Context: an optimization exercise on an open-source flow, tuned for small area, a short achievable clock period and few clock cycles per item. The choices shown serve that exercise and are no tape-out recipe. Where RTL was checked, it was by simulation tests only, not by an equivalence proof against the original. The RTL of runs 2 and 3 was laid out without a check of its function. Power and IR drop assume default switching activity.

==> flow/design.v <==
    module CLA_8(
        input  wire        Cin,
        input  wire [7:0]  A,
        input  wire [7:0]  B,
        output wire [8:0]  result
    );
        reg [7:0] G, P, S;
        reg [8:0] C;  
        integer i;
        assign result = {C[8], S};
        always @(*) begin
            C[1] = G[0] | (P[0] & C[0]);
            C[2] = G[1] | (P[1] & G[0]) | (P[1] & P[0] & C[0]);
            C[3] = G[2] | (P[2] & G[1]) | (P[2] & P[1] & G[0]) | (P[2] & P[1] & P[0] & C[0]);
            C[4] = G[3] | (P[3] & G[2]) | (P[3] & P[2] & G[1]) | (P[3] & P[2] & P[1] & G[0]) | (P[3] & P[2] & P[1] & P[0] & C[0]);
            C[5] = G[4] | (P[4] & G[3]) | (P[4] & P[3] & G[2]) | (P[4] & P[3] & P[2] & G[1]) | (P[4] & P[3] & P[2] & P[1] & G[0]) | (P[4] & P[3] & P[2] & P[1] & P[0] & C[0]);
            C[6] = G[5] | (P[5] & G[4]) | (P[5] & P[4] & G[3]) | (P[5] & P[4] & P[3] & G[2]) | (P[5] & P[4] & P[3] & P[2] & G[1]) | (P[5] & P[4] & P[3] & P[2] & P[1] & G[0]) | (P[5] & P[4] & P[3] & P[2] & P[1] & P[0] & C[0]);
            C[7] = G[6] | (P[6] & G[5]) | (P[6] & P[5] & G[4]) | (P[6] & P[5] & P[4] & G[3]) | (P[6] & P[5] & P[4] & P[3] & G[2]) | (P[6] & P[5] & P[4] & P[3] & P[2] & G[1]) | (P[6] & P[5] & P[4] & P[3] & P[2] & P[1] & G[0]) | (P[6] & P[5] & P[4] & P[3] & P[2] & P[1] & P[0] & C[0]);
            C[8] = G[7] | (P[7] & G[6]) | (P[7] & P[6] & G[5]) | (P[7] & P[6] & P[5] & G[4]) | (P[7] & P[6] & P[5] & P[4] & G[3]) | (P[7] & P[6] & P[5] & P[4] & P[3] & G[2]) | (P[7] & P[6] & P[5] & P[4] & P[3] & P[2] & G[1]) | (P[7] & P[6] & P[5] & P[4] & P[3] & P[2] & P[1] & G[0]) | (P[7] & P[6] & P[5] & P[4] & P[3] & P[2] & P[1] & P[0] & C[0]);
        end
        always @(*)begin
            C[0] = Cin;
        end
        always @(*) begin
            for (i = 0; i < 8; i = i + 1) begin
                G[i] = A[i] & B[i];
                P[i] = A[i] ^ B[i];
            end
        end
        always @(*) begin
            for (i = 0; i < 8; i = i + 1)begin
                S[i] = P[i] ^ C[i];
            end
        end
    endmodule
module LOD_64 #(
    parameter pDATA_WIDTH    = 64,
    parameter pCOUNTER_WIDTH = 12
)(
    input [(pDATA_WIDTH-1)   :0] A,
    output[(pCOUNTER_WIDTH-1):0] position
);
localparam pSECOND_WIDTH  = pDATA_WIDTH  /2;    
localparam pTHIRD_WIDTH   = pSECOND_WIDTH/2;    
localparam pFOURTH_WIDTH  = pTHIRD_WIDTH /2;    
localparam pFIFTH_WIDTH   = pFOURTH_WIDTH/2;    
localparam pSIXTH_WIDTH   = pFIFTH_WIDTH/2 ;    
wire [5:0]                  data_chk;
wire [(pSECOND_WIDTH-1):0]  part_1;
wire [(pTHIRD_WIDTH-1):0]   part_2;
wire [(pFOURTH_WIDTH-1):0]  part_3;
wire [(pFIFTH_WIDTH-1):0]   part_4;
wire [(pSIXTH_WIDTH-1):0]   part_5;
assign data_chk[5] = |A     [(pDATA_WIDTH-1):pSECOND_WIDTH];   
assign data_chk[4] = |part_1[(pSECOND_WIDTH-1): pTHIRD_WIDTH];
assign data_chk[3] = |part_2[(pTHIRD_WIDTH-1) : pFOURTH_WIDTH];
assign data_chk[2] = |part_3[(pFOURTH_WIDTH-1): pFIFTH_WIDTH ];
assign data_chk[1] = |part_4[(pFIFTH_WIDTH-1) : pSIXTH_WIDTH ];
assign data_chk[0] = |part_5[(pSIXTH_WIDTH-1) ];
assign	part_1	 = (data_chk[5]) ?      A[(pDATA_WIDTH-1):pSECOND_WIDTH]    :      A[(pSECOND_WIDTH-1):0]; 
assign	part_2 	 = (data_chk[4]) ? part_1[(pSECOND_WIDTH-1):pTHIRD_WIDTH]   : part_1[(pTHIRD_WIDTH-1):0];		
assign	part_3 	 = (data_chk[3]) ? part_2[(pTHIRD_WIDTH-1) :pFOURTH_WIDTH]  : part_2[(pFOURTH_WIDTH-1):0];		
assign	part_4 	 = (data_chk[2]) ? part_3[(pFOURTH_WIDTH-1):pFIFTH_WIDTH]   : part_3[(pFIFTH_WIDTH-1 ):0];		
assign  part_5   = (data_chk[1]) ? part_4[(pFIFTH_WIDTH-1 ):pSIXTH_WIDTH]   : part_4[(pSIXTH_WIDTH-1):0];		
assign 	position = (|A) ? {{(pCOUNTER_WIDTH-6){1'b0}}, ~data_chk} : {{(pCOUNTER_WIDTH-8){1'b0}} , 8'd64} ;
endmodule
    module add_11_overflow (
        input [10:0] in_A,
        input [10:0] in_B,
        output[11:0] result
    );
    wire[15:0]      result_expand;
    wire[15:0]      in_A_expand;
    wire[15:0]      in_B_expand;
    wire[7:0]       part_A[0:1];
    wire[7:0]       part_B[0:1];
    wire[8:0]       result_predict_zero[0:1];
    wire[8:0]       result_predict_one [0:1];
    wire            logic_one;
    wire            logic_zero;
    wire[8:0]       r[0:1];            
    assign logic_one   = 1'b1;
    assign logic_zero  = 1'b0;
    assign in_A_expand = {5'd0 ,in_A};
    assign in_B_expand = {5'd0 ,in_B};
    genvar i;
    generate
        for(i=0 ; i<2 ; i=i+1)begin : GEN_PART
            assign part_A[i] = in_A_expand[(8*i+7):(8*i)] ;
            assign part_B[i] = in_B_expand[(8*i+7):(8*i)] ;
        end
    endgenerate
        CLA_8 CLA8_zero(
            .Cin(logic_zero),
            .A( part_A[0] ),
            .B( part_B[0] ),
            .result(result_predict_zero[0])
        );
    genvar j;
    generate
        for(j=1 ; j<2 ; j=j+1)begin : GEN_CLA8
            CLA_8 CLA8_0(
                    .Cin(logic_zero),
                    .A( part_A[j] ),
                    .B( part_B[j] ),
                    .result(result_predict_zero[j])
            );
            CLA_8 CLA8_1(
                    .Cin(logic_one),
                    .A( part_A[j] ),
                    .B( part_B[j] ),
                    .result(result_predict_one[j])
            );
        end
    endgenerate
    assign r[0] = result_predict_zero[0];
    genvar k ;
    generate 
        for(k=1 ; k<2 ; k=k+1)begin : GEN_result
            assign r[k] = (r[k-1][8])? result_predict_one[k] : result_predict_zero[k];
        end
    endgenerate
    assign result_expand    = { r[1][7:0]  , r[0][7:0]  };
    assign result           = result_expand[11:0];
    endmodule
    module add_53_overflow (
        input [52:0] in_A,
        input [52:0] in_B,
        output[53:0] result
    );
    wire[55:0]     result_expand;
    wire[55:0]     in_A_expand;
    wire[55:0]     in_B_expand;
    wire[7:0]       part_A[0:6];
    wire[7:0]       part_B[0:6];
    wire[8:0]       result_predict_zero[0:6];
    wire[8:0]       result_predict_one [0:6];
    wire            logic_one;
    wire            logic_zero;
    wire[8:0]       r[0:6];            
    assign logic_one   = 1'b1;
    assign logic_zero  = 1'b0;
    assign in_A_expand = {3'd0 ,in_A};
    assign in_B_expand = {3'd0 ,in_B};
    genvar i;
    generate
        for(i=0 ; i<7 ; i=i+1)begin : GEN_PART
            assign part_A[i] = in_A_expand[(8*i+7):(8*i)] ;
            assign part_B[i] = in_B_expand[(8*i+7):(8*i)] ;
        end
    endgenerate
        CLA_8 CLA8_zero(
            .Cin(logic_zero),
            .A( part_A[0] ),
            .B( part_B[0] ),
            .result(result_predict_zero[0])
        );
    genvar j;
    generate
        for(j=1 ; j<7 ; j=j+1)begin : GEN_CLA8
            CLA_8 CLA8_0(
                    .Cin(logic_zero),
                    .A( part_A[j] ),
                    .B( part_B[j] ),
                    .result(result_predict_zero[j])
            );
            CLA_8 CLA8_1(
                    .Cin(logic_one),
                    .A( part_A[j] ),
                    .B( part_B[j] ),
                    .result(result_predict_one[j])
            );
        end
    endgenerate
    assign r[0] = result_predict_zero[0];
    genvar k ;
    generate 
        for(k=1 ; k<7 ; k=k+1)begin : GEN_result
            assign r[k] = (r[k-1][8])? result_predict_one[k] : result_predict_zero[k];
        end
    endgenerate
    assign result_expand    = { r[6][7:0], r[5][7:0]  , r[4][7:0]  , r[3][7:0]  , r[2][7:0], r[1][7:0]  , r[0][7:0]  };
    assign result           = result_expand[53:0];
    endmodule
    module add_58 (
        input [57:0] in_A,
        input [57:0] in_B,
        output[57:0] result
    );
    wire[63:0]     result_expand;
    wire[63:0]     in_A_expand;
    wire[63:0]     in_B_expand;
    wire[7:0]       part_A[0:7];
    wire[7:0]       part_B[0:7];
    wire[8:0]       result_predict_zero[0:7];
    wire[8:0]       result_predict_one [0:7];
    wire            logic_one;
    wire            logic_zero;
    wire[8:0]       r[0:7];            
    assign logic_one   = 1'b1;
    assign logic_zero  = 1'b0;
    assign in_A_expand = {6'd0 ,in_A};
    assign in_B_expand = {6'd0 ,in_B};
    genvar i;
    generate
        for(i=0 ; i<8 ; i=i+1)begin : GEN_PART
            assign part_A[i] = in_A_expand[(8*i+7):(8*i)] ;
            assign part_B[i] = in_B_expand[(8*i+7):(8*i)] ;
        end
    endgenerate
        CLA_8 CLA8_zero(
            .Cin(logic_zero),
            .A( part_A[0] ),
            .B( part_B[0] ),
            .result(result_predict_zero[0])
        );
    genvar j;
    generate
        for(j=1 ; j<8 ; j=j+1)begin : GEN_CLA8
            CLA_8 CLA8_0(
                    .Cin(logic_zero),
                    .A( part_A[j] ),
                    .B( part_B[j] ),
                    .result(result_predict_zero[j])
            );
            CLA_8 CLA8_1(
                    .Cin(logic_one),
                    .A( part_A[j] ),
                    .B( part_B[j] ),
                    .result(result_predict_one[j])
            );
        end
    endgenerate
    assign r[0] = result_predict_zero[0];
    genvar k ;
    generate 
        for(k=1 ; k<8 ; k=k+1)begin : GEN_result
            assign r[k] = (r[k-1][8])? result_predict_one[k] : result_predict_zero[k];
        end
    endgenerate
    assign result_expand    = {r[7][7:0] ,  r[6][7:0], r[5][7:0]  , r[4][7:0]  , r[3][7:0]  , r[2][7:0], r[1][7:0]  , r[0][7:0]  };
    assign result           = result_expand[57:0];
    endmodule
    module sub_12 (
        input [11:0] in_A,
        input [11:0] in_B,
        output[11:0] result
    );
    wire[11:0]      in_B_inv     ;
    wire[15:0]      result_expand;
    wire[15:0]      in_A_expand;
    wire[15:0]      in_B_expand;
    wire[7:0]       part_A[0:1];
    wire[7:0]       part_B[0:1];
    wire[8:0]       result_predict_zero[0:1];
    wire[8:0]       result_predict_one [0:1];
    wire            logic_one;
    wire            logic_zero;
    wire[8:0]       r[0:1];            
    assign in_B_inv    = ~in_B ;
    assign logic_one   = 1'b1;
    assign logic_zero  = 1'b0;
    assign in_A_expand = {4'd0 ,in_A};
    assign in_B_expand = {4'd0 ,in_B_inv};
    genvar i;
    generate
        for(i=0 ; i<2 ; i=i+1)begin : GEN_PART
            assign part_A[i] = in_A_expand[(8*i+7):(8*i)] ;
            assign part_B[i] = in_B_expand[(8*i+7):(8*i)] ;
        end
    endgenerate
        CLA_8 CLA8_zero(
            .Cin(logic_one),
            .A( part_A[0] ),
            .B( part_B[0] ),
            .result(result_predict_zero[0])
        );
    genvar j;
    generate
        for(j=1 ; j<2 ; j=j+1)begin : GEN_CLA8
            CLA_8 CLA8_0(
                    .Cin(logic_zero),
                    .A( part_A[j] ),
                    .B( part_B[j] ),
                    .result(result_predict_zero[j])
            );
            CLA_8 CLA8_1(
                    .Cin(logic_one),
                    .A( part_A[j] ),
                    .B( part_B[j] ),
                    .result(result_predict_one[j])
            );
        end
    endgenerate
    assign r[0] = result_predict_zero[0];
    genvar k ;
    generate 
        for(k=1 ; k<2 ; k=k+1)begin : GEN_result
            assign r[k] = (r[k-1][8])? result_predict_one[k] : result_predict_zero[k];
        end
    endgenerate
    assign result_expand    = { r[1][7:0]  , r[0][7:0]  };
    assign result           = result_expand[11:0];
    endmodule
    module sub_58 (
        input [57:0] in_A,
        input [57:0] in_B,
        output[57:0] result
    );
    wire[57:0]      in_B_inv ;
    wire[63:0]      result_expand;
    wire[63:0]      in_A_expand;
    wire[63:0]      in_B_expand;
    wire[7:0]       part_A[0:7];
    wire[7:0]       part_B[0:7];
    wire[8:0]       result_predict_zero[0:7];
    wire[8:0]       result_predict_one [0:7];
    wire            logic_one;
    wire            logic_zero;
    wire[8:0]       r[0:7];            
    assign in_B_inv    = ~in_B ;
    assign logic_one   = 1'b1;
    assign logic_zero  = 1'b0;
    assign in_A_expand = {6'd0 ,in_A};
    assign in_B_expand = {6'd0 ,in_B_inv};
    genvar i;
    generate
        for(i=0 ; i<8 ; i=i+1)begin : GEN_PART
            assign part_A[i] = in_A_expand[(8*i+7):(8*i)] ;
            assign part_B[i] = in_B_expand[(8*i+7):(8*i)] ;
        end
    endgenerate
        CLA_8 CLA8_zero(
            .Cin(logic_one),
            .A( part_A[0] ),
            .B( part_B[0] ),
            .result(result_predict_zero[0])
        );
    genvar j;
    generate
        for(j=1 ; j<8 ; j=j+1)begin : GEN_CLA8
            CLA_8 CLA8_0(
                    .Cin(logic_zero),
                    .A( part_A[j] ),
                    .B( part_B[j] ),
                    .result(result_predict_zero[j])
            );
            CLA_8 CLA8_1(
                    .Cin(logic_one),
                    .A( part_A[j] ),
                    .B( part_B[j] ),
                    .result(result_predict_one[j])
            );
        end
    endgenerate
    assign r[0] = result_predict_zero[0];
    genvar k ;
    generate 
        for(k=1 ; k<8 ; k=k+1)begin : GEN_result
            assign r[k] = (r[k-1][8])? result_predict_one[k] : result_predict_zero[k];
        end
    endgenerate
    assign result_expand    = {r[7][7:0] ,  r[6][7:0], r[5][7:0]  , r[4][7:0]  , r[3][7:0]  , r[2][7:0], r[1][7:0]  , r[0][7:0]  };
    assign result           = result_expand[57:0];
    endmodule
module fp_add#(
    parameter pDATA_WIDTH = 64,
    parameter pEXP_WIDTH  = 11, 
    parameter pFRAC_WIDTH = 52
)
(
    in_A,
    in_B,
    clk,
    rst_n,
    in_valid,
    result,
    out_valid
);
input  [(pDATA_WIDTH-1):0]          in_A ;
input  [(pDATA_WIDTH-1):0]          in_B ;
input                               clk  ;
input                               rst_n ;
input                               in_valid ;
output [(pDATA_WIDTH-1):0]          result;
output                              out_valid ;   
localparam pLOD_WIDTH   = 64;
localparam postive   = 0;
localparam negative  = 1;
localparam posA_posB = 2'b00;
localparam negA_negB = 2'b11;
localparam negA_posB = 2'b10;
localparam posA_negB = 2'b01;
localparam ADD       = 1;
localparam SUB       = 0;
localparam A_ADD_B   = 2'b00;
localparam A_SUB_B   = 2'b01;
localparam B_SUB_A   = 2'b10;
wire[(pFRAC_WIDTH)  :0]             frac_a        ;
wire[(pFRAC_WIDTH)  :0]             frac_b        ;
wire[(pEXP_WIDTH-1) :0]             exp_a         ;
wire[(pEXP_WIDTH-1) :0]             exp_b         ;
wire[(pEXP_WIDTH)   :0]             exp_A         ;
wire[(pEXP_WIDTH)   :0]             exp_B         ;
wire[(pEXP_WIDTH)   :0]             exp_diff_ab   ;
wire[(pEXP_WIDTH)   :0]             exp_diff_ba   ;
wire[(pEXP_WIDTH-1) :0]             pip1_exp_nxt  ;
wire[(pEXP_WIDTH-1) :0]             pip1_shift_nxt;
wire                                exp_compare   ;
wire                                sign_a;
wire                                sign_b;
wire                                hid_a ;
wire                                hid_b ;
wire                                inf_a ; 
wire                                inf_b ;
wire                                NaN   ;
wire                                mantissa_nonzero_a;
wire                                mantissa_nonzero_b;
reg [(pEXP_WIDTH-1) :0]             pip1_exp    ;     
reg [(pEXP_WIDTH-1) :0]             pip1_shift  ;
reg [(pFRAC_WIDTH)  :0]             pip1_frac_a ;     
reg [(pFRAC_WIDTH)  :0]             pip1_frac_b ;
reg                                 pip1_sign_a ;     
reg                                 pip1_sign_b ;    
reg                                 pip1_inf_a ;
reg                                 pip1_inf_b ;
reg                                 pip1_NaN   ;
reg                                 pip1_exp_compare ;
reg                                 pip1_v; 
wire [(pFRAC_WIDTH*2+1) :0]         frac_a_shifted ;
wire [(pFRAC_WIDTH*2+1) :0]         frac_a_expand  ;
wire [(pFRAC_WIDTH*2+1) :0]         frac_b_shifted ;
wire [(pFRAC_WIDTH*2+1) :0]         frac_b_expand  ;
wire [(pFRAC_WIDTH*2+1) :0]         operand_1    ;
wire [(pFRAC_WIDTH*2+1) :0]         operand_2    ;
wire                                inf          ;
wire [1:0]                          sign_ab      ;
reg  [1:0]                          op           ;
reg                                 pip2_op_nxt  ;
reg                                 sign_predict ;
wire                                operand_1_sticky ;
wire                                operand_2_sticky ;
reg  [(pFRAC_WIDTH)   :0]           pip2_operand_1 ; 
reg  [(pFRAC_WIDTH)   :0]           pip2_operand_2 ;  
reg  [(pEXP_WIDTH-1)  :0]           pip2_exp  ;
reg                                 pip2_NaN  ;       
reg                                 pip2_inf  ;   
reg                                 pip2_sign ;      
reg                                 pip2_op   ;       
reg                                 pip2_sticky1   ;
reg                                 pip2_round1    ;
reg                                 pip2_guard1    ;
reg                                 pip2_sticky2   ;
reg                                 pip2_round2    ;
reg                                 pip2_guard2    ;
reg                                 pip2_v         ;
wire [(pFRAC_WIDTH+5) :0]           operand1 ;
wire [(pFRAC_WIDTH+5) :0]           operand2 ;
wire [(pFRAC_WIDTH+5) :0]           adder_op1 ;
wire [(pFRAC_WIDTH+5) :0]           adder_op2 ;
wire [(pFRAC_WIDTH+5) :0]           op1_add_op2 ;
wire [(pFRAC_WIDTH+5) :0]           op1_sub_op2 ;
wire [(pFRAC_WIDTH+5) :0]           adder_out   ; 
wire [(pFRAC_WIDTH+5) :0]           frac_result ;
wire [(pFRAC_WIDTH+5) :0]           logic_one ;
wire [(pFRAC_WIDTH+5) :0]           op1_sub_op2_abs ;
wire [(pFRAC_WIDTH+5) :0]           op1_sub_op2_inv ;
wire                                sign_result ;
reg  [(pEXP_WIDTH-1)  :0]           pip3_exp  ;
reg  [(pFRAC_WIDTH+4) :0]           pip3_frac ;
reg                                 pip3_NaN  ;
reg                                 pip3_inf  ;
reg                                 pip3_sign ;
reg                                 pip3_v    ;
wire [(pEXP_WIDTH)    :0]           exp_add1 ;
wire [(pEXP_WIDTH)    :0]           exp_add2 ;
wire [(pEXP_WIDTH)    :0]           exp_normal_0 ;
wire [(pFRAC_WIDTH)   :0]           frac     ;
wire [(pFRAC_WIDTH+1) :0]           frac_add ;
wire [(pFRAC_WIDTH+1) :0]           frac_rounded ;
wire [(pEXP_WIDTH-1)  :0]           logic_two ;
wire                                guard_bit  ;
wire                                round_bit  ;
wire                                sticky_bit ;
wire                                lsb        ;
reg                                 pip4_NaN  ;
reg                                 pip4_inf  ;
reg                                 pip4_sign ;
reg  [(pEXP_WIDTH)    :0]           pip4_exp  ;
reg  [(pFRAC_WIDTH)   :0]           pip4_frac ;
reg                                 pip4_v    ;
wire [(pLOD_WIDTH-1):0]             frac_expand  ;
wire [(pEXP_WIDTH  ):0]             shift        ;
wire [(pEXP_WIDTH  ):0]             shift_amount ;
wire [(pEXP_WIDTH  ):0]             exp_normal_1 ;
wire [(pFRAC_WIDTH ):0]             frac_shifted ;
wire [(pEXP_WIDTH-1) :0]            exp_final    ;
reg  [(pFRAC_WIDTH-1):0]            frac_final   ;
reg  [(pEXP_WIDTH-1) :0]            pip5_exp  ;
reg  [(pFRAC_WIDTH-1):0]            pip5_frac ;
reg                                 pip5_sign ;
reg                                 pip5_v    ;
assign NaN    = (in_A[pDATA_WIDTH-1] != in_B[pDATA_WIDTH-1])? ((inf_a & inf_b) | ( ((inf_a & mantissa_nonzero_a) | (inf_b & mantissa_nonzero_b)) )) : ((inf_a & mantissa_nonzero_a) | (inf_b & mantissa_nonzero_b));
assign sign_a = in_A[pDATA_WIDTH-1];
assign sign_b = in_B[pDATA_WIDTH-1];
assign exp_a  = in_A[(pDATA_WIDTH-2) : pFRAC_WIDTH]; 
assign exp_b  = in_B[(pDATA_WIDTH-2) : pFRAC_WIDTH];
assign hid_a  = |exp_a;
assign hid_b  = |exp_b;
assign inf_a  = &(exp_a);
assign inf_b  = &(exp_b);
assign frac_a = (hid_a)?  {hid_a , in_A[(pFRAC_WIDTH-1) : 0] } : {in_A[(pFRAC_WIDTH-1) : 0] , 1'b0};      
assign frac_b = (hid_b)?  {hid_b , in_B[(pFRAC_WIDTH-1) : 0] } : {in_B[(pFRAC_WIDTH-1) : 0] , 1'b0};      
assign mantissa_nonzero_a  = (| (in_A[(pFRAC_WIDTH-1):0]));
assign mantissa_nonzero_b  = (| (in_B[(pFRAC_WIDTH-1):0]));
localparam a_bigger = 1'b1;
localparam b_bigger = 1'b0;
assign exp_A = { 1'b0 , exp_a } ;
assign exp_B = { 1'b0 , exp_b } ; 
sub_12 sub_12_00( .in_A( exp_A ) , .in_B( exp_B ) , .result( exp_diff_ab ));
sub_12 sub_12_01( .in_A( exp_B ) , .in_B( exp_A ) , .result( exp_diff_ba ));
assign pip1_shift_nxt  = ( exp_diff_ba[pEXP_WIDTH] )?   exp_diff_ab[(pEXP_WIDTH-1):0] : exp_diff_ba[(pEXP_WIDTH-1):0] ;
assign pip1_exp_nxt    = ( exp_diff_ba[pEXP_WIDTH] )?   exp_a                         : exp_b    ;
assign exp_compare     = ( exp_diff_ba[pEXP_WIDTH] )?   a_bigger                      : b_bigger ;
always @(posedge clk or negedge rst_n) begin
    if(!rst_n)begin
        pip1_NaN         <= 1'b0 ;
        pip1_inf_a       <= 1'b0 ;
        pip1_inf_b       <= 1'b0 ;
        pip1_sign_a      <= 1'b0 ;
        pip1_sign_b      <= 1'b0 ;
        pip1_frac_a      <= {(pFRAC_WIDTH+1){1'b0}} ;
        pip1_frac_b      <= {(pFRAC_WIDTH+1){1'b0}} ;
        pip1_exp         <= {(pEXP_WIDTH){1'b0}} ;
        pip1_shift       <= {(pEXP_WIDTH){1'b0}} ;
        pip1_exp_compare <= 1'b0 ;
        pip1_v           <= 1'b0;
    end else begin
        pip1_NaN         <= NaN    ;
        pip1_inf_a       <= inf_a  ;
        pip1_inf_b       <= inf_b  ; 
        pip1_sign_a      <= sign_a ;
        pip1_sign_b      <= sign_b ;
        pip1_frac_a      <= frac_a ;
        pip1_frac_b      <= frac_b ;
        pip1_exp         <= pip1_exp_nxt  ;
        pip1_shift       <= pip1_shift_nxt;
        pip1_exp_compare <= exp_compare ;
        pip1_v           <= in_valid;
    end
end
assign sign_ab          = {pip1_sign_a , pip1_sign_b};
assign frac_a_expand    = {pip1_frac_a , {(pFRAC_WIDTH+1){1'b0}}};
assign frac_b_expand    = {pip1_frac_b , {(pFRAC_WIDTH+1){1'b0}}};
assign frac_a_shifted   = (pip1_exp_compare == b_bigger)?  (frac_a_expand >> pip1_shift) : frac_a_expand ; 
assign frac_b_shifted   = (pip1_exp_compare == a_bigger)?  (frac_b_expand >> pip1_shift) : frac_b_expand ;
assign operand_1        = (op == B_SUB_A)?  frac_b_shifted : frac_a_shifted ;
assign operand_2        = (op == B_SUB_A)?  frac_a_shifted : frac_b_shifted ;
assign operand_1_sticky = |(operand_1[(pFRAC_WIDTH-2) : 0]);
assign operand_2_sticky = |(operand_2[(pFRAC_WIDTH-2) : 0]);
assign inf              = pip1_inf_a | pip1_inf_b ;
always @(*) begin
    case(sign_ab)
        posA_posB : op =  A_ADD_B ;
        negA_negB : op =  A_ADD_B ;
        negA_posB : op =  B_SUB_A ;
        posA_negB : op =  A_SUB_B ;
    endcase
end
always @(*) begin
    case(sign_ab)
        posA_posB : sign_predict =  postive ;
        negA_negB : sign_predict =  negative ;
        negA_posB : sign_predict =  (pip1_inf_a)? negative : postive ;
        posA_negB : sign_predict =  (pip1_inf_b)? negative : postive ;
    endcase
end
always @(*) begin
    case(sign_ab)
        posA_posB : pip2_op_nxt =  ADD ;
        negA_negB : pip2_op_nxt =  ADD ;
        negA_posB : pip2_op_nxt =  SUB ;
        posA_negB : pip2_op_nxt =  SUB ;
    endcase
end
always @(posedge clk or negedge rst_n) begin
    if(!rst_n)begin
        pip2_NaN         <= 1'b0 ;
        pip2_inf         <= 1'b0 ;
        pip2_sign        <= 1'b0 ;
        pip2_op          <= 1'b0 ;
        pip2_operand_1   <= {(pFRAC_WIDTH+1){1'b0}} ;
        pip2_operand_2   <= {(pFRAC_WIDTH+1){1'b0}} ;
        pip2_exp         <= {(pEXP_WIDTH){1'b0}} ;
        pip2_guard1      <= 1'b0 ;
        pip2_round1      <= 1'b0 ;
        pip2_sticky1     <= 1'b0 ;
        pip2_guard2      <= 1'b0 ;
        pip2_round2      <= 1'b0 ;
        pip2_sticky2     <= 1'b0 ;
        pip2_v           <= 1'b0 ;
    end else begin
        pip2_NaN         <= pip1_NaN  ;
        pip2_inf         <= inf  ;
        pip2_sign        <= sign_predict ;
        pip2_op          <= pip2_op_nxt  ;
        pip2_operand_1   <= operand_1[(pFRAC_WIDTH*2+1):(pFRAC_WIDTH+1)] ;
        pip2_operand_2   <= operand_2[(pFRAC_WIDTH*2+1):(pFRAC_WIDTH+1)] ;
        pip2_guard1      <= operand_1[pFRAC_WIDTH]   ;
        pip2_round1      <= operand_1[pFRAC_WIDTH-1] ;
        pip2_sticky1     <= operand_1_sticky         ;
        pip2_guard2      <= operand_2[pFRAC_WIDTH]   ;
        pip2_round2      <= operand_2[pFRAC_WIDTH-1] ;
        pip2_sticky2     <= operand_2_sticky         ;
        pip2_exp         <= pip1_exp  ;
        pip2_v           <= pip1_v;
    end
end
assign logic_one       = {{(pFRAC_WIDTH+5){1'b0}} , 1'b1}   ;
assign operand1        = { 2'b00 , pip2_operand_1 , pip2_guard1 , pip2_round1 , pip2_sticky1};
assign operand2        = { 2'b00 , pip2_operand_2 , pip2_guard2 , pip2_round2 , pip2_sticky2};
assign op1_sub_op2_inv = ~op1_sub_op2 ;
assign frac_result     = (pip2_op == ADD)?   op1_add_op2 : ((op1_sub_op2[pFRAC_WIDTH+5])?  op1_sub_op2_abs : op1_sub_op2) ;
assign sign_result     = (pip2_inf )?        pip2_sign   : ((pip2_op == ADD)?   pip2_sign   : ( pip2_sign ^ op1_sub_op2[pFRAC_WIDTH+5] ));
assign adder_op1        = (pip2_op == ADD)?  operand1 : op1_sub_op2_inv ;
assign adder_op2        = (pip2_op == ADD)?  operand2 : logic_one   ;
assign op1_add_op2      = adder_out ;
assign op1_sub_op2_abs  = adder_out ;
add_58 add_58_00 (.in_A( adder_op1       ), .in_B( adder_op2  ), .result( adder_out       ));
sub_58 sub_58_00 (.in_A( operand1        ), .in_B( operand2   ), .result( op1_sub_op2     ));
always @(posedge clk or negedge rst_n) begin
    if(!rst_n)begin
        pip3_NaN         <= 1'b0 ;
        pip3_inf         <= 1'b0 ;
        pip3_sign        <= 1'b0 ;
        pip3_exp         <= {(pEXP_WIDTH){1'b0}} ;
        pip3_frac        <= {(pFRAC_WIDTH+5){1'b0}};
        pip3_v           <= 1'b0 ;
    end else begin
        pip3_NaN         <= pip2_NaN  ;
        pip3_inf         <= pip2_inf  ;
        pip3_sign        <= sign_result ;
        pip3_exp         <= pip2_exp  ;
        pip3_frac        <= frac_result[(pFRAC_WIDTH+4):0] ;
        pip3_v           <= pip2_v;
    end
end
assign logic_two    = { {(pEXP_WIDTH-2){1'b0}}  , 2'b10 } ;
assign exp_normal_0 = ( pip3_frac[pFRAC_WIDTH+4] )? ((frac_rounded[pFRAC_WIDTH+1])?  exp_add2 : exp_add1 ) : ((frac_rounded[pFRAC_WIDTH+1])? exp_add1 : ({1'b0 , pip3_exp }));
assign lsb          = ( pip3_frac[pFRAC_WIDTH+4] )? pip3_frac[4]      : pip3_frac[3] ;
assign guard_bit    = ( pip3_frac[pFRAC_WIDTH+4] )? pip3_frac[3]      : pip3_frac[2] ;
assign round_bit    = ( pip3_frac[pFRAC_WIDTH+4] )? pip3_frac[2]      : pip3_frac[1] ;
assign sticky_bit   = ( pip3_frac[pFRAC_WIDTH+4] )? |(pip3_frac[1:0]) : pip3_frac[0] ;
assign frac         = ( pip3_frac[pFRAC_WIDTH+4] )? pip3_frac[(pFRAC_WIDTH+4):4] : pip3_frac[(pFRAC_WIDTH+3):3];
assign frac_rounded = ( guard_bit && (round_bit | lsb | sticky_bit) )?  frac_add : {1'b0 , frac} ;
add_11_overflow add_11_00( .in_A( pip3_exp ) , .in_B( logic_one[(pEXP_WIDTH-1):0] ) , .result( exp_add1  ));
add_11_overflow add_11_01( .in_A( pip3_exp ) , .in_B( logic_two[(pEXP_WIDTH-1):0] ) , .result( exp_add2  ));
add_53_overflow add_53_02( .in_A( frac )     , .in_B( logic_one[(pFRAC_WIDTH):0]  ) , .result( frac_add ));
always @(posedge clk or negedge rst_n) begin
    if(!rst_n)begin
        pip4_NaN         <= 1'b0 ;
        pip4_inf         <= 1'b0 ;
        pip4_sign        <= 1'b0 ;
        pip4_exp         <= {(pEXP_WIDTH+1){1'b0}} ;
        pip4_frac        <= {(pFRAC_WIDTH+1){1'b0}};
        pip4_v           <= 1'b0 ;
    end else begin
        pip4_NaN         <= pip3_NaN  ;
        pip4_inf         <= pip3_inf  ;
        pip4_sign        <= pip3_sign ;
        pip4_exp         <= exp_normal_0  ;
        pip4_frac        <= (frac_rounded[pFRAC_WIDTH+1])? frac_rounded[(pFRAC_WIDTH+1):1] : frac_rounded [pFRAC_WIDTH:0] ;
        pip4_v           <= pip3_v;
    end
end
localparam EXP_MAX      = 11'd2047 ;
localparam EXP_MIN      = 11'd0    ;
localparam FRAC_ZERO    = 52'd0    ;
localparam FRAC_ONE     = 52'd1    ;
assign frac_expand   = {pip4_frac , {(pLOD_WIDTH-pFRAC_WIDTH-1){1'b0}}};
assign frac_shifted  =  pip4_frac << shift_amount;
assign shift_amount  = (shift > pip4_exp)?      pip4_exp : shift ;
assign exp_normal_1  = ((shift > pip4_exp)||(~(|pip4_frac)))?  {(pEXP_WIDTH+1){1'b0}} : (pip4_exp - shift);  
assign exp_final     = (pip4_inf || pip4_NaN)?  EXP_MAX :(( exp_normal_1[pEXP_WIDTH] )?  EXP_MAX  : exp_normal_1[(pEXP_WIDTH-1) : 0]) ;
always @(*) begin
    if(pip4_NaN)begin
        frac_final = FRAC_ONE ;
    end else if ( pip4_inf )begin
        frac_final = FRAC_ZERO ;
    end else if ( exp_normal_1[pEXP_WIDTH] )begin
        frac_final = FRAC_ZERO ;
    end else if ( &(exp_normal_1[(pEXP_WIDTH-1):0])  )begin
        frac_final = FRAC_ZERO ;
    end else if ( |(exp_normal_1[(pEXP_WIDTH)  :0]) )begin
        frac_final = frac_shifted[(pFRAC_WIDTH-1) :0];
    end else begin
        frac_final = frac_shifted[(pFRAC_WIDTH)   :1];
    end
end            
LOD_64 LOD_02  ( .A(frac_expand) , .position(shift));
wire sign_final ;
always @(posedge clk or negedge rst_n) begin
    if(!rst_n)begin
        pip5_sign        <= 1'b0 ;
        pip5_exp         <= {(pEXP_WIDTH){1'b0}} ;
        pip5_frac        <= {(pFRAC_WIDTH){1'b0}};
        pip5_v           <= 1'b0 ;
    end else begin
        pip5_sign        <= (pip4_NaN)? 1'b0 : pip4_sign  ;
        pip5_exp         <= exp_final  ;
        pip5_frac        <= frac_final ;
        pip5_v           <= pip4_v     ;
    end
end
assign sign_final = ((~(| pip5_exp)) && (~(| pip5_frac)))?  1'b0  : pip5_sign ;
assign out_valid  = pip5_v ;
assign result     = { sign_final , pip5_exp , pip5_frac};
endmodule
==> flow/run.sh <==
#!/bin/bash
# synth_recipe.tcl (not shown) runs the flow's synth.tcl, then flattens the netlist and writes it again
# the make line also repeats each setting of config.mk as NAME=value (left out here)
make -C /OpenROAD-flow-scripts/flow DESIGN_CONFIG=/design/flow/config.mk WORK_HOME=/design/flow/orfs CLKGATE_MAP_FILE= SYNTH_SCRIPT=/design/flow/synth_recipe.tcl finish
==> flow/config.mk <==
export PLATFORM = sky130hd
export DESIGN_NAME = fp_add
export DESIGN_NICKNAME = fp_add
export VERILOG_FILES = /design/flow/design.v
export SDC_FILE = /design/flow/constraint.sdc
export NUM_CORES = 8
export LEC_CHECK = 0
export CAP_MARGIN = 20
export CORE_MARGIN = 2
export CORE_UTILIZATION = 40
export SLEW_MARGIN = 20
==> flow/constraint.sdc <==
create_clock -name core_clock -period 10.0 [get_ports {clk}]
set_input_delay 2.0000 -clock core_clock [delete_from_list [all_inputs] [get_ports {clk}]]
set_output_delay 2.0000 -clock core_clock [all_outputs]
set_load 0.01 [all_outputs]
==> results of run 1 <==
==> cells by family (layout without fill, tap and decap cells) <==
logic type | count (synthesis) | in the layout | share of synthesized area, %
XOR/XNOR | 164 | 164 | 3.71
buffers and inverters | 445 | 531 | 4.63
multiplexers | 672 | 672 | 21.3
adder cells (fa/ha/maj) | 174 | 174 | 5.70
AO/OA/AOI/OAI | 1008 | 1008 | 16.9
AND/OR/NAND/NOR | 1442 | 1442 | 17.4
other | 0 | 1 | 0
flip-flops | 469 | 469 | 30.3
==> layer usage <==
metal | track usage [%] | vias up | share of wire, %
met5 | 0 | - | 0
met4 | 11.5 | 0 | 4.7
met3 | 3.46 | 241 | 5.7
met2 | 41.8 | 1181 | 45
met1 | 36.3 | 16300 | 44
li1 | - | 16000 | -
==> per-stage QoR <==
| step | instances | setup WS, ns | power (W) |
|---|---|---|---|
| 4_1_cts | 5736 | 2.46 | 0.0118 |
| 3_5_place_dp | 5636 | 2.47 | 0.00963 |
| 2_1_floorplan | 4374 | 3.73 | 0.00749 |
| 5_1_grt | 5736 | 1.86 | 0.0125 |
| 6_report | 5737 | 2.16 | 0.0118 |
| 3_3_place_gp | 5636 | 2.52 | 0.00965 |
==> power groups by stage <==
stage	clock [W]	combinational [W]	sequential, W
3_5_place_dp	0	0.00657	0.00307
3_3_place_gp	0	0.00658	0.00306
6_report	0.00208	0.00669	0.00304
2_1_floorplan	0	0.00469	0.00280
5_1_grt	0.00221	0.00723	0.00310
4_1_cts	0.00213	0.00660	0.00304
==> state kept, by name, indices dropped and copies added, names as in the netlist, 11 cells and up <==
signal and flops:
pip2_operand_2 53, pip1_exp 11, pip1_frac_b 53, pip2_operand_1 53, pip3_exp 11, pip2_exp 11, pip5_exp 11, pip3_frac 57
pip1_shift 11, pip4_frac 53, pip5_frac 52, pip1_frac_a 53, pip4_exp 12
==> cell type report <==
cell class                      count  area, um^2
Antenna cell                        1        2.50
Clock buffer                       68        1480
Clock inverter                     32         395
Fill cell                        9397       52700
Inverter                          173         651
Multi-Input combinational cell   3460       25300
Sequential cell                   469       11800
Tap cell                         1276        1600
Timing Repair Buffer              258        2440
==> synthesized netlist by cell type, types with 61 or more instances <==
cell	instances	area, um^2
nand2_1	497	1870
dfrtp_1	469	11700
nor2_1	362	1360
mux2i_1	354	3540
a21oi_1	305	1530
mux2_2	218	2450
o21ai_0	210	1050
clkbuf_1	174	653
ha_1	170	2130
inv_1	168	631
nor3_1	135	676
xnor2_1	111	972
mux4_2	97	2180
nand3_1	85	425
and2_1	84	526
nor4_1	61	382
==> worst min path at each step <==
stage / startpoint / to / cells after the start
finish: pip2_exp[1]$_DFF_PN0_ / pip3_exp[1]$_DFF_PN0_ / 0
global route: pip2_v$_DFF_PN0_ / pip3_v$_DFF_PN0_ / 0
CTS: pip2_exp[1]$_DFF_PN0_ / pip3_exp[1]$_DFF_PN0_ / 0
detailed placement: pip2_exp[0]$_DFF_PN0_ / pip3_exp[0]$_DFF_PN0_ / 0
global placement: pip2_exp[1]$_DFF_PN0_ / pip3_exp[1]$_DFF_PN0_ / 0
floorplan: pip1_NaN$_DFF_PN0_ / pip2_NaN$_DFF_PN0_ / 0
==> worst max-delay path, cell delays in order (launching register included) <==
cell      delay [ns]
dfrtp_1         0.44
nor4_1          0.45
nand4_1         0.33
o41ai_1         0.54
nand3_1         0.35
nand2_1         0.22
o31a_1          0.16
o21ai_1         0.11
a211oi_4        0.30
ha_1            0.24
inv_1           0.06
fa_1            0.39
a21o_1          0.19
a21oi_1         0.22
o21ba_2         0.17
o21ai_1         0.18
nor3_2          0.20
buf_4           0.25
nor2_1          0.12
a32oi_4         0.23
buf_4           0.60
mux2i_1         0.34
mux2i_1         0.14
mux2i_1         0.49
mux2i_1         0.21
a221oi_1        0.58
o22ai_1         0.16
==> layout by cell type (no fill, tap or decap), types with 33 or more instances in the layout <==
| cell | count |
|---|---|
| nand2_1 | 497 |
| dfrtp_1 | 461 |
| nor2_1 | 361 |
| mux2i_1 | 354 |
| a21oi_1 | 304 |
| mux2_2 | 218 |
| o21ai_0 | 209 |
| clkdlybuf4s50_1 | 194 |
| ha_1 | 169 |
| inv_1 | 168 |
| nor3_1 | 132 |
| xnor2_1 | 111 |
| mux4_2 | 97 |
| and2_1 | 84 |
| nand3_1 | 83 |
| buf_4 | 62 |
| nor4_1 | 60 |
| a22oi_1 | 57 |
| a21o_1 | 56 |
| clkbuf_16 | 54 |
| xor2_1 | 53 |
| nand4_1 | 46 |
| a211oi_1 | 35 |
| o22ai_1 | 34 |
| o21a_1 | 33 |
==> out/metrics.yaml, run 1 <==
clocking:
  clockBufferDepth: 3
  ctsResizeCount: 0
  clock_latency_ns: 0.66
  clockRootBuffer: "clkbuf_16"
  path_clk_slew_ns: 0.07
  postCtsSetupBuffers: 0
  numCtsBuffers: 54
  hold_buffers: 0
  htreeDepth: 2
  clock_sinks: 469
  cts_tree: "yes"
floorplan:
  start_util_pct: 40.2
  die_w_um: 315
  rows: 114
  io_pins: 196
  fp.dieH_um: 315
  design.core.area_mm2: 0.0963
  die_area_mm2: 0.0992
worst_hold_path:
  hold_path_class: "register to register"
power_and_ir_drop:
  leakagePower_nw: 18.6
  internal-power_w: 0.00632
  clockPowerShare_pct: 17.6
  power.density_mw_per_mm2: 271
  peakVddDrop_uv: 150
  power_switching_w: 0.00550
  switching_share_pct: 46.5
  p_comb_share_pct: 56.6
  seqPwrFrac_pct: 25.8
synthesis:
  syn-num-nets: 4679
  ys_seq_area_share_pct: 30.3
  post_synth_num_cell_types: 101
  synth-seq-cells: 469
  async_reset_ff_share_pct: 100
  synth_edf_count: 0
  synth_area_mm2: 0.0387
  syn_inst: 4374
  yosysWarnings: 7
  synth-main-ff-cell: "dfrtp_1"
  syn_area_per_cell_um2: 8.85
routing:
  vias: 33700
  drt-wirelength-per-cell_um: 23.3
  dr.pass1.iters: 8
  drt_iter0_drc: 3159
  ant_nets: 0
  drcViolationCount: 0
  vias_per_cell: 5.87
  wirelength_um: 133000
sta:
  relSlewSlack_pct: 29.1
  setup_viol: 0
  max_freq_mhz: 128
  rsz0062_at_grt: "false"
  fin_crit_ns: 7.84
  fin_crit_sh_pct: 78.4
  timing.hold.ws_ns: 0.342
  drv_slew: 0
  setup-tns-final_ns: 0
  tightest_slew_ns: 1.05
  fin_skew_ns: 0.0240
  final-hold-violation-count: 0
critical_path:
  crit_path_start_kind: "register"
  rr_worst_depth: 26
  rrSetupSlack_ns: 2.16
  cp-endpoint: "pip5_frac[34]$_DFF_PN0_"
  critPathMaxFanout: 46
  crit_start: "pip4_frac[7]$_DFF_PN0_"
  arrival_ns: 8.36
  r2r_end: "pip5_frac[34]$_DFF_PN0_"
  crit_type: "register to register"
  reg2reg_from: "pip4_frac[7]$_DFF_PN0_"
  end_kind: "register"
  worstPathRequired_ns: 10.52
global_routing:
  antenna_found_initial: 0
  grt_overflow_total: 0
  grt_pass1_wl_um: 202000
  grt_max_degree: 158
  grt_pass1_vias: 32400
  grt_usage_pct: 26.5
finish:
  design_area_mm2: 0.0436
  layout-drive-gt1-share_pct: 12.5
  final_util_pct: 45.3
  nets: 4721
  area_delta_synth_final_pct: 12.7
placement:
  dpl-instance-area_mm2: 0.0417
  port_buffers: 195
  place_hpwl_um: 105000
  gp_congestion: 1.03
run:
  maxCapViolCount: 0
run_status:
  outcome: "timing/DRC/antenna clean"
Testbench counts, summed over its fixed seeds: cycles 80,040, items 80,000.
==> run 2, diff against run 1 <==
==> flow/design.v (replaced) <==
module fp_add (
    input  [63:0] in_A,
    input  [63:0] in_B,
    input         clk,
    input         rst_n,
    input         in_valid,
    output [63:0] result,
    output        out_valid
);
reg v0, v1, v2, v3, v4;
always @(posedge clk or negedge rst_n) begin
    if (!rst_n) begin
        v0 <= 1'b0; v1 <= 1'b0; v2 <= 1'b0; v3 <= 1'b0; v4 <= 1'b0;
    end else begin
        v0 <= in_valid; v1 <= v0; v2 <= v1; v3 <= v2; v4 <= v3;
    end
end
assign out_valid = v4;
reg [63:0] a0, b0;
always @(posedge clk) begin
    a0 <= in_A;
    b0 <= in_B;
end
wire        sA = a0[63], sB = b0[63];
wire [10:0] eA = a0[62:52], eB = b0[62:52];
wire [51:0] mA = a0[51:0],  mB = b0[51:0];
wire        hA = |eA, hB = |eB;
wire [52:0] fA = hA ? {1'b1, mA} : {mA, 1'b0};
wire [52:0] fB = hB ? {1'b1, mB} : {mB, 1'b0};
wire        infA = &eA, infB = &eB;
wire        nanA = infA & (|mA), nanB = infB & (|mB);
wire        nan1_n = nanA | nanB | (infA & infB & (sA ^ sB));
wire        inf1_n = infA | infB;
wire        a_big = a0[62:0] > b0[62:0];
wire [11:0] dAB = {1'b0, eA} - {1'b0, eB};
wire [11:0] dBA = {1'b0, eB} - {1'b0, eA};
wire [10:0] s   = dAB[11] ? dBA[10:0] : dAB[10:0];    
wire [10:0] eBig = a_big ? eA : eB;
wire [52:0] fBig = a_big ? fA : fB;
wire [52:0] fSm  = a_big ? fB : fA;
wire        sgn  = a_big ? sA : sB;
wire        s_big = |s[10:6];
wire [54:0] w0 = {fSm, 2'b00};
wire [54:0] w1 = s[0] ? {1'b0,  w0[54:1]}  : w0;
wire [54:0] w2 = s[1] ? {2'b0,  w1[54:2]}  : w1;
wire [54:0] w3 = s[2] ? {4'b0,  w2[54:4]}  : w2;
wire [54:0] w4 = s[3] ? {8'b0,  w3[54:8]}  : w3;
wire [54:0] w5 = s[4] ? {16'b0, w4[54:16]} : w4;
wire [54:0] w6 = s[5] ? {32'b0, w5[54:32]} : w5;
wire [54:0] ysh = s_big ? 55'd0 : w6;
reg  [52:0] band;
integer k;
always @(*) begin
    for (k = 0; k < 53; k = k + 1)
        band[k] = ({1'b0, s} >= k + 3) && ({1'b0, s} <= k + 53);
end
wire        stk = |(fSm & band);
reg  [52:0] X1;
reg  [54:0] Y1;
reg         st1;
reg  [10:0] E1;
reg         sgn1, sub1, inf1, nan1;
always @(posedge clk) begin
    X1   <= fBig;
    Y1   <= ysh;
    st1  <= stk;
    E1   <= eBig;
    sgn1 <= sgn;
    sub1 <= sA ^ sB;
    inf1 <= inf1_n;
    nan1 <= nan1_n;
end
wire [55:0] opX = {X1, 3'b000};
wire [55:0] opY = {Y1, st1};
wire [56:0] F   = sub1 ? ({1'b0, opX} - {1'b0, opY}) : ({1'b0, opX} + {1'b0, opY});
reg  [56:0] F2;
reg  [10:0] E2;
reg         sgn2, inf2, nan2;
always @(posedge clk) begin
    F2   <= F;
    E2   <= E1;
    sgn2 <= sgn1;
    inf2 <= inf1;
    nan2 <= nan1;
end
wire        hi   = F2[56];
wire [52:0] frac = hi ? F2[56:4] : F2[55:3];
wire        gb   = hi ? F2[3] : F2[2];
wire        rb   = hi ? F2[2] : F2[1];
wire        sb   = hi ? (F2[1] | F2[0]) : F2[0];
wire        rnd  = gb & (rb | frac[0] | sb);
wire [53:0] fr   = {1'b0, frac} + {53'd0, rnd};
wire [11:0] exp0 = {1'b0, E2} + {11'd0, hi} + {11'd0, fr[53]};
wire [52:0] f4   = {fr[53] | fr[52], fr[51:0]};
reg  [52:0] f3;
reg  [11:0] x3;
reg         sgn3, inf3, nan3;
always @(posedge clk) begin
    f3   <= f4;
    x3   <= exp0;
    sgn3 <= sgn2;
    inf3 <= inf2;
    nan3 <= nan2;
end
reg  [53:0] mark;
always @(*) begin
    for (k = 0; k < 54; k = k + 1)
        mark[k] = (x3 == 53 - k);
end
wire [63:0] lz_in = {({1'b0, f3} | mark), 10'h3ff};
wire [31:0] l1v; wire [31:0] l1c;
wire [15:0] l2v; wire [31:0] l2c;
wire [7:0]  l3v; wire [23:0] l3c;
wire [3:0]  l4v; wire [15:0] l4c;
wire [1:0]  l5v; wire [9:0]  l5c;
wire [5:0]  t;
genvar g;
generate
    for (g = 0; g < 32; g = g + 1) begin : L1
        assign l1v[g] = lz_in[2*g+1] | lz_in[2*g];
        assign l1c[g] = ~lz_in[2*g+1];
    end
    for (g = 0; g < 16; g = g + 1) begin : L2
        assign l2v[g] = l1v[2*g+1] | l1v[2*g];
        assign l2c[2*g+1:2*g] = l1v[2*g+1] ? {1'b0, l1c[2*g+1]} : {1'b1, l1c[2*g]};
    end
    for (g = 0; g < 8; g = g + 1) begin : L3
        assign l3v[g] = l2v[2*g+1] | l2v[2*g];
        assign l3c[3*g+2:3*g] = l2v[2*g+1] ? {1'b0, l2c[4*g+3:4*g+2]} : {1'b1, l2c[4*g+1:4*g]};
    end
    for (g = 0; g < 4; g = g + 1) begin : L4
        assign l4v[g] = l3v[2*g+1] | l3v[2*g];
        assign l4c[4*g+3:4*g] = l3v[2*g+1] ? {1'b0, l3c[6*g+5:6*g+3]} : {1'b1, l3c[6*g+2:6*g]};
    end
    for (g = 0; g < 2; g = g + 1) begin : L5
        assign l5v[g] = l4v[2*g+1] | l4v[2*g];
        assign l5c[5*g+4:5*g] = l4v[2*g+1] ? {1'b0, l4c[8*g+7:8*g+4]} : {1'b1, l4c[8*g+3:8*g]};
    end
endgenerate
assign t = l5v[1] ? {1'b0, l5c[9:5]} : {1'b1, l5c[4:0]};
wire [53:0] p0 = {1'b0, f3};
wire [53:0] p1 = t[5] ? {p0[21:0], 32'd0} : p0;
wire [53:0] p2 = t[4] ? {p1[37:0], 16'd0} : p1;
wire [53:0] p3 = t[3] ? {p2[45:0], 8'd0}  : p2;
wire [53:0] p4 = t[2] ? {p3[49:0], 4'd0}  : p3;
wire [53:0] p5 = t[1] ? {p4[51:0], 2'd0}  : p4;
wire [53:0] p6 = t[0] ? {p5[52:0], 1'd0}  : p5;
wire        normal = p6[53];
wire [11:0] exp1   = normal ? (x3 + 12'd1 - {6'd0, t}) : 12'd0;
wire        ovf    = exp1[11] | (&exp1[10:0]);
wire [51:0] fout   = p6[52:1];
wire        zero   = ~normal & ~(|fout);
reg  [63:0] res;
always @(posedge clk) begin
    if (nan3)
        res <= {1'b0, 11'h7ff, 52'd1};
    else if (inf3 | ovf)
        res <= {sgn3, 11'h7ff, 52'd0};
    else
        res <= {sgn3 & ~zero, exp1[10:0], fout};
end
assign result = res;
endmodule
==> run 2 against run 1 <==
  * Die area down 14%
  * Combinational power down about 50%
  * Core utilization up 0.55 points
  * Flip-flop and latch count down 9
  * Sequential power down 14%
  * Hold slack worse by 0.016 ns
  * Synthesized area down 15%
  * Clock skew down 0.0020 ns
  * Final area down 14%
  * Clock power down 6%
  * Via count down 4.3%
  * Cell count down 7.4%
==> out/metrics.yaml, run 2 <==
sta:
  setup_viol: 0  # unchanged
  final-hold-violation-count: 0  # unchanged
  fin_crit_ns: 7.72  # -0.119 ns
  max_freq_mhz: 130  # +1.5%
  fin_skew_ns: 0.0220  # -0.00201 ns
  fin_crit_sh_pct: 77.2  # -1.2 points
  tightest_slew_ns: 1.25  # +0.197 ns
  drv_slew: 0  # unchanged
  rsz0062_at_grt: "false"
  relSlewSlack_pct: 15.9  # -13 points
  setup-tns-final_ns: 0  # unchanged
synthesis:
  synth-seq-cells: 460  # -1.9%
  ys_seq_area_share_pct: 28.0  # -2.4 points
  async_reset_ff_share_pct: 1.09  # -99 points
  netlist_top_cells_count: "dfxtp_1, nor2_1, nand2_1, a21oi_1, mux2i_1"
  syn_inst: 4157  # -5.0%
  synth-main-ff-cell: "dfxtp_1"
  yosysWarnings: 1  # -6
  post_synth_num_cell_types: 92  # -8.9%
  synth_edf_count: 0  # unchanged
  synth_area_leaders: "dfxtp_1, mux2i_1, ha_1"
  yosysTopAreaCell: "dfxtp_1"
  netlist.area_leader.share_pct: 27.6  # -2.7 points
  yosysMostFrequentCell: "dfxtp_1"
  syn-num-nets: 4496  # -3.9%
  synth_area_mm2: 0.0330  # -15%
  syn_area_per_cell_um2: 7.94  # -10%
worst_hold_path:
  hold_path_class: "register to register"
routing:
  drcViolationCount: 0  # unchanged
  dr.pass1.iters: 6  # -2
  ant_nets: 0  # unchanged
  vias: 32200  # -4.3%
  drt-wirelength-per-cell_um: 24.3  # +4.5%
  vias_per_cell: 6.07  # +3.3%
  drt_iter0_drc: 3112  # -1.5%
  wirelength_um: 129000  # -3.3%
finish:
  nets: 4538  # -3.9%
  multi_input_area_mm2: 0.0220  # -13%
  top_regs: "a0: 64 flops, b0: 64 flops, res: 64 flops"
  design_area_mm2: 0.0375  # -14%
  layout-drive-gt1-share_pct: 6.67  # -5.8 points
  final_common_cell: "dfxtp_1"
  layout_common_cells: "dfxtp_1, nor2_1, nand2_1"
  register_area_mm2: 0.00924  # -21%
  n_fill_cell: 8168  # -13%
  area_delta_synth_final_pct: 13.6
clocking:
  postCtsSetupBuffers: 0  # unchanged
  clock_latency_ns: 0.62  # -0.04 ns
  htreeDepth: 2  # unchanged
  path_clk_slew_ns: 0.06  # about the same
  clock_sinks: 460  # -1.9%
  cts_tree: "yes"
  ctsResizeCount: 0  # unchanged
  clockRootBuffer: "clkbuf_16"
  numCtsBuffers: 52  # -3.7%
  clockBufferDepth: 3  # unchanged
  hold_buffers: 0  # unchanged
power_and_ir_drop:
  clockPowerShare_pct: 24.7  # +7.1 points
  internal-power_w: 0.00460  # -27%
  leakagePower_nw: 15.4  # -17%
  power_switching_w: 0.00329  # -40%
  switching_share_pct: 41.7  # -4.8 points
  p_comb_share_pct: 42.3  # -14 points
  peakVddDrop_uv: 126  # -16%
  seqPwrFrac_pct: 33.1  # +7.3 points
  power.density_mw_per_mm2: 210  # -22%
floorplan:
  rows: 105  # -7.9%
  design.core.area_mm2: 0.0818  # -15%
  io_pins: 196  # unchanged
  fp.dieH_um: 291  # -7.5%
  start_util_pct: 40.3  # +0.16 points
  die_w_um: 291  # -7.5%
  die_area_mm2: 0.0849  # -14%
critical_path:
  slowest_delay_ns: 0.57  # -0.03 ns
  crit_type: "register to register"
  reg2reg_from: "x3[6]$_DFF_P_"
  critPathMaxFanout: 31  # -33%
  rrSetupSlack_ns: 2.28  # +0.12 ns
  crit_path_top_delay_cell: "or4_1"
  worstPathRequired_ns: 10.51  # about the same
  arrival_ns: 8.23  # -0.13 ns
  r2r_end: "res[13]$_SDFF_PP0_"
  crit_path_start_kind: "register"
  crit_start: "x3[6]$_DFF_P_"
  end_kind: "register"
  cp-endpoint: "res[13]$_SDFF_PP0_"
  rr_worst_depth: 29  # +12%
global_routing:
  grt_overflow_total: 0  # unchanged
  grt_max_degree: 104  # -34%
  antenna_found_initial: 5  # +5
  grt_pass1_wl_um: 191000  # -5.3%
  grt_usage_pct: 29.2  # +2.7 points
  grt_pass1_vias: 30300  # -6.5%
placement:
  dpl-instance-area_mm2: 0.0357  # -14%
  port_buffers: 195  # unchanged
  gp_congestion: 1.02  # -0.43%
  place_hpwl_um: 102000  # -2.8%
run_status:
  outcome: "timing/DRC/antenna clean"
run:
  maxCapViolCount: 0  # unchanged
-- run 2: kinds of logic (layout without fill, tap and decap cells) --
group	Yosys count	in the layout	synth area share, %
fa+ha+maj	208	208	8.00
mux	378	378	12.7
flops	460	460	28.0
compound gates	1169	1169	22.9
buf+inv	486	569	5.90
simple gates	1302	1302	18.5
other cells	0	2	0
xor+xnor	154	154	4.08
-- run 2: power by group through the flow --
| stage | registers, W | clock network, W | logic [W] |
|---|---|---|---|
| 3_3_place_gp | 0.00264 | 0 | 0.00326 |
| 5_1_grt | 0.00264 | 0.00206 | 0.00354 |
| 2_1_floorplan | 0.00247 | 0 | 0.00209 |
| 6_report | 0.00261 | 0.00195 | 0.00334 |
| 3_5_place_dp | 0.00264 | 0 | 0.00325 |
| 4_1_cts | 0.00260 | 0.00200 | 0.00326 |
-- run 2: final cells by class --
class                      instances  area share [%]
clock inverter                    32           0.867
multi-input combinational       3211            58.6
sequential                       460            24.6
tap                             1070            3.57
clock buffer                      63            3.82
inverter                         225            2.26
antenna                            2          0.0133
timing repair buffer             249            6.28
-- run 2: through the flow --
stage	util, %	power, W	setup WS [ns]	hold slack, ns	std cells
final	45.8	0.00789	2.28	0.327	5312
after global routing	45.8	0.00825	1.67	0.328	5310
after CTS	45.8	0.00786	2.32	0.326	5310
after detailed placement	43.7	0.00589	2.35	0.313	5215
after global placement	43.7	0.00590	2.46	0.312	5215
after floorplan	-	0.00456	3.19	0.310	4157
-- run 2: critical path, delay by kind of cell, from the launching register on --
kind | cells | cell delay [ns]
buf+inv | 5 | 1.11
simple gates | 8 | 2.52
xor+xnor | 1 | 0.11
fa+ha+maj | 4 | 1.33
compound gates | 11 | 2.20
flops | 1 | 0.33
-- run 2: layer usage --
metal	track usage (%)	routed length (um)	vias up	share of wire, %
met3	4.02	8720	319	6.8
met2	47.3	58600	1389	45
met1	37.8	54600	15400	42
li1	-	-	15200	-
met5	0	11	-	0.0085
met4	14.7	7140	2	5.5
-- run 2: worst min path at each step --
stage,startpoint,to,cells after the start
4_1_cts,E1[10]$_DFF_P_,E2[10]$_DFF_P_,0
3_5_place_dp,E1[5]$_DFF_P_,E2[5]$_DFF_P_,0
3_3_place_gp,nan1$_DFF_P_,nan2$_DFF_P_,0
2_1_floorplan,E1[0]$_DFF_P_,E2[0]$_DFF_P_,0
5_1_grt,E1[10]$_DFF_P_,E2[10]$_DFF_P_,0
6_report,E1[7]$_DFF_P_,E2[7]$_DFF_P_,0
==> run 3, diff against run 2 <==
--- a/flow/config.mk
+++ b/flow/config.mk
@@ -5,7 +5,9 @@
 export SDC_FILE = /design/flow/constraint.sdc
 export NUM_CORES = 8
 export LEC_CHECK = 0
+export ABC_CLOCK_PERIOD_IN_PS = 3000
 export CAP_MARGIN = 20
 export CORE_MARGIN = 2
 export CORE_UTILIZATION = 40
+export SETUP_SLACK_MARGIN = 5
 export SLEW_MARGIN = 20
==> run 3 against run 2 <==
  * Still clean
  * Clock skew down 0.0039 ns
  * Core utilization up 3.1 points
  * Sequential share of layout area down 1.5 points
  * Synthesized area unchanged
  * Power up 5.4%
  * Hold slack about the same
  * Combinational power up 13%
  * Clock power about the same
  * Count of clock-buffer cells in the layout up 5
  * Maximum frequency up 30%
  * Non-clock buffer count up 99
  * Largest cell class unchanged
  * Highest routed layer unchanged
==> out/metrics.yaml, run 3 <==
routing:
  vias: 33100  # +2.5%
  dr.pass1.iters: 6  # unchanged
  drt_iter0_drc: 3446  # +11%
  drt-wirelength-per-cell_um: 24.5  # +0.79%
  wirelength_um: 133000  # +2.8%
  drcViolationCount: 0  # unchanged
  ant_nets: 0  # unchanged
  vias_per_cell: 6.10  # +0.51%
critical_path:
  worstPathRequired_ns: 10.47  # -0.04 ns
  slowest_delay_ns: 0.55  # -0.02 ns
  arrival_ns: 6.39  # -1.84 ns
  end_kind: "register"
  reg2reg_from: "x3[6]$_DFF_P_"
  crit_type: "register to register"
  crit_start: "x3[6]$_DFF_P_"
  crit_path_start_kind: "register"
  crit_path_top_delay_cell: "or4_4"
  critPathMaxFanout: 8  # -74%
synthesis:
  post_synth_num_cell_types: 92  # unchanged
  yosysMostFrequentCell: "dfxtp_1"
  synth-seq-cells: 460  # unchanged
  yosysTopAreaCell: "dfxtp_1"
  synth_edf_count: 0  # unchanged
  syn_area_per_cell_um2: 7.94  # unchanged
  syn-num-nets: 4496  # unchanged
  ys_seq_area_share_pct: 28.0  # unchanged
  synth-main-ff-cell: "dfxtp_1"
  synth_area_mm2: 0.0330  # unchanged
  netlist.area_leader.share_pct: 27.6  # unchanged
  netlist_top_cells_count: "dfxtp_1, nor2_1, nand2_1, a21oi_1, mux2i_1"
  synth_area_leaders: "dfxtp_1, mux2i_1, ha_1"
  yosysWarnings: 1  # unchanged
  async_reset_ff_share_pct: 1.09  # unchanged
  syn_inst: 4157  # unchanged
finish:
  final_common_cell: "dfxtp_1"
  multi_input_area_mm2: 0.0233  # +6.1%
  design_area_mm2: 0.0401  # +6.8%
  register_area_mm2: 0.00927  # +0.31%
  layout_common_cells: "dfxtp_1, nor2_1, nand2_1"
  area_delta_synth_final_pct: 21.3
  top_regs: "a0: 64 flops, b0: 64 flops, res: 64 flops"
  final_util_pct: 49.0  # +3.1 points
  n_fill_cell: 7952  # -2.6%
  nets: 4647  # +2.4%
  layout-drive-gt1-share_pct: 13.8  # +7.1 points
  fin_cells: 5420  # +2.0%
placement:
  gp_congestion: 1.04  # +1.5%
  pre_cts_slack_ns: 2.52  # +0.169 ns
  placed_cells: 5214  # -0.019%
  place_hpwl_um: 99300  # -3.0%
  dpl-instance-area_mm2: 0.0360  # +0.64%
  port_buffers: 195  # unchanged
clocking:
  clockRootBuffer: "clkbuf_16"
  htreeDepth: 2  # unchanged
  numCtsBuffers: 51  # -1.9%
  clock_sinks: 460  # unchanged
  path_clk_slew_ns: 0.06  # about the same
  clock_latency_ns: 0.62  # about the same
  hold_buffers: 0  # unchanged
  clockBufferDepth: 3  # unchanged
  cts_tree: "yes"
floorplan:
  io_pins: 196  # unchanged
  die_w_um: 291  # unchanged
  fp.dieH_um: 291  # unchanged
  die_area_mm2: 0.0849  # unchanged
  start_util_pct: 40.3  # unchanged
  rows: 105  # unchanged
  design.core.area_mm2: 0.0818  # unchanged
sta:
  tightest_slew_ns: 1.00  # -0.247 ns
  final-hold-violation-count: 0  # unchanged
  fin_crit_ns: 5.92  # -1.80 ns
  rsz0062_at_grt: "true"
  max_freq_mhz: 169  # +30%
  fin_skew_ns: 0.0180  # -0.00390 ns
  setup_viol: 0  # unchanged
  relSlewSlack_pct: 31.5  # +16 points
  drv_slew: 0  # unchanged
  fin_ws_ns: 4.08  # +1.80 ns
  fin_crit_sh_pct: 59.2  # -18 points
  setup-tns-final_ns: 0  # unchanged
worst_hold_path:
  min_from: "E1[1]$_DFF_P_"
  hold_path_class: "register to register"
run_status:
  outcome: "timing/DRC/antenna clean"
power_and_ir_drop:
  peakVddDrop_uv: 142  # +13%
  power.density_mw_per_mm2: 208  # -1.3%
  leakagePower_nw: 16.3  # +5.5%
global_routing:
  grt_usage_pct: 29.6  # +0.38 points
  grt_max_degree: 74  # -29%
  grt_pass1_wl_um: 194000  # +1.6%
  grt_overflow_total: 0  # unchanged
  grt_pass1_vias: 30900  # +1.9%
  antenna_found_initial: 4  # -1
run:
  maxCapViolCount: 0  # unchanged
run 3: cell counts after synthesis:
No cell type changed its count.
run 3: cell families after synthesis:
kind of cell	Yosys count	share of synthesized area, %
DFF	460	28.0
muxes	378	12.7
AOI/OAI and AO/OA	1169	22.9
and+or+nand+nor	1302	18.5
adders and majority gates	208	8.00
xor gates and xnor gates	154	4.08
buffers and inverters	486	5.90
run 3: path summary, 6_finish.rpt:
path	to	slack, ns	cells past startpoint
setup / recovery	res[12]$_SDFF_PP0_	4.08	28
hold / removal	E2[1]$_DFF_P_	0.33	0
setup reg to reg	res[12]$_SDFF_PP0_	4.08	28
hold reg to reg	E2[1]$_DFF_P_	0.33	0
max in group asynchronous	v4$_DFF_PN0_	8.21	1
min in group asynchronous	v3$_DFF_PN0_	1.60	1
run 3: critical path: cells and delay by family (launching register included):
kind / cells / cell delay (ns)
compound gates: 11 / 2.06
xor+xnor: 1 / 0.09
fa+ha+maj: 4 / 0.82
buf+inv: 6 / 0.64
flops: 1 / 0.34
simple gates: 6 / 1.78
run 3: timing repair:
action,CTS,global route
setup endpoints to repair,136,122
gates resized for setup,197,121
pin swaps,57,40
setup buffers,63,29
hold endpoints to repair,0,0
cloned,13,6
run 3: final cells by class:
type / instances / area share (%)
antenna: 2 / 0.0125
clock buffer: 68 / 3.59
clock inverter: 25 / 0.790
inverter: 225 / 2.25
multi-input combinational: 3218 / 58.1
sequential: 460 / 23.1
tap: 1070 / 3.34
timing repair buffer: 348 / 8.65
timing repair inverter: 4 / 0.0812
run 3: report_power, final:
part | total [W] | switching, W | internal [W]
registers | 0.00260 | 0.000413 | 0.00219
logic | 0.00376 | 0.00225 | 0.00151
clock network | 0.00196 | 0.000811 | 0.00115
run 3: per-stage QoR:
| stage | hold slack [ns] | total power [W] |
|---|---|---|
| 2_1_floorplan | 0.310 | 0.00462 |
| 3_3_place_gp | 0.311 | 0.00590 |
| 3_5_place_dp | 0.312 | 0.00589 |
| 4_1_cts | 0.327 | 0.00811 |
| 5_1_grt | 0.333 | 0.00867 |
| 6_report | 0.326 | 0.00832 |
run 3: per-layer routing:
metal,part of all wire (%),track usage (%)
met1,41,37.9
met5,0.0098,0
met4,6.0,15.3
met2,45,47.9
met3,7.8,4.58

-- what the ideal ports hide --
The flow's constraints put no driver on any port. The routed layouts listed below were extracted and timed again, unchanged, in two steps.
Step 1 assumes that a clkbuf_16 drives the clock port and a buf_2 every other input.
Step 2 also shifts input and output timing later by t, the mid clock arrival at the registers, as if the neighbouring blocks saw the same clock.
Slacks: ideal / step 1 / step 2; pairs: ideal / step 1.
run | shift t [ns] | setup slack, ns | worst register clock-pin slew, ns
run 1 | 0.721 | 2.160 / 2.160 / 2.160 | 0.07 / 0.07
run 2 | 0.687 | 2.279 / 2.279 / 2.279 | 0.07 / 0.07
run 3 | 0.689 | 4.081 / 4.081 / 4.081 | 0.07 / 0.07
After both steps setup and hold are still met in every run listed.
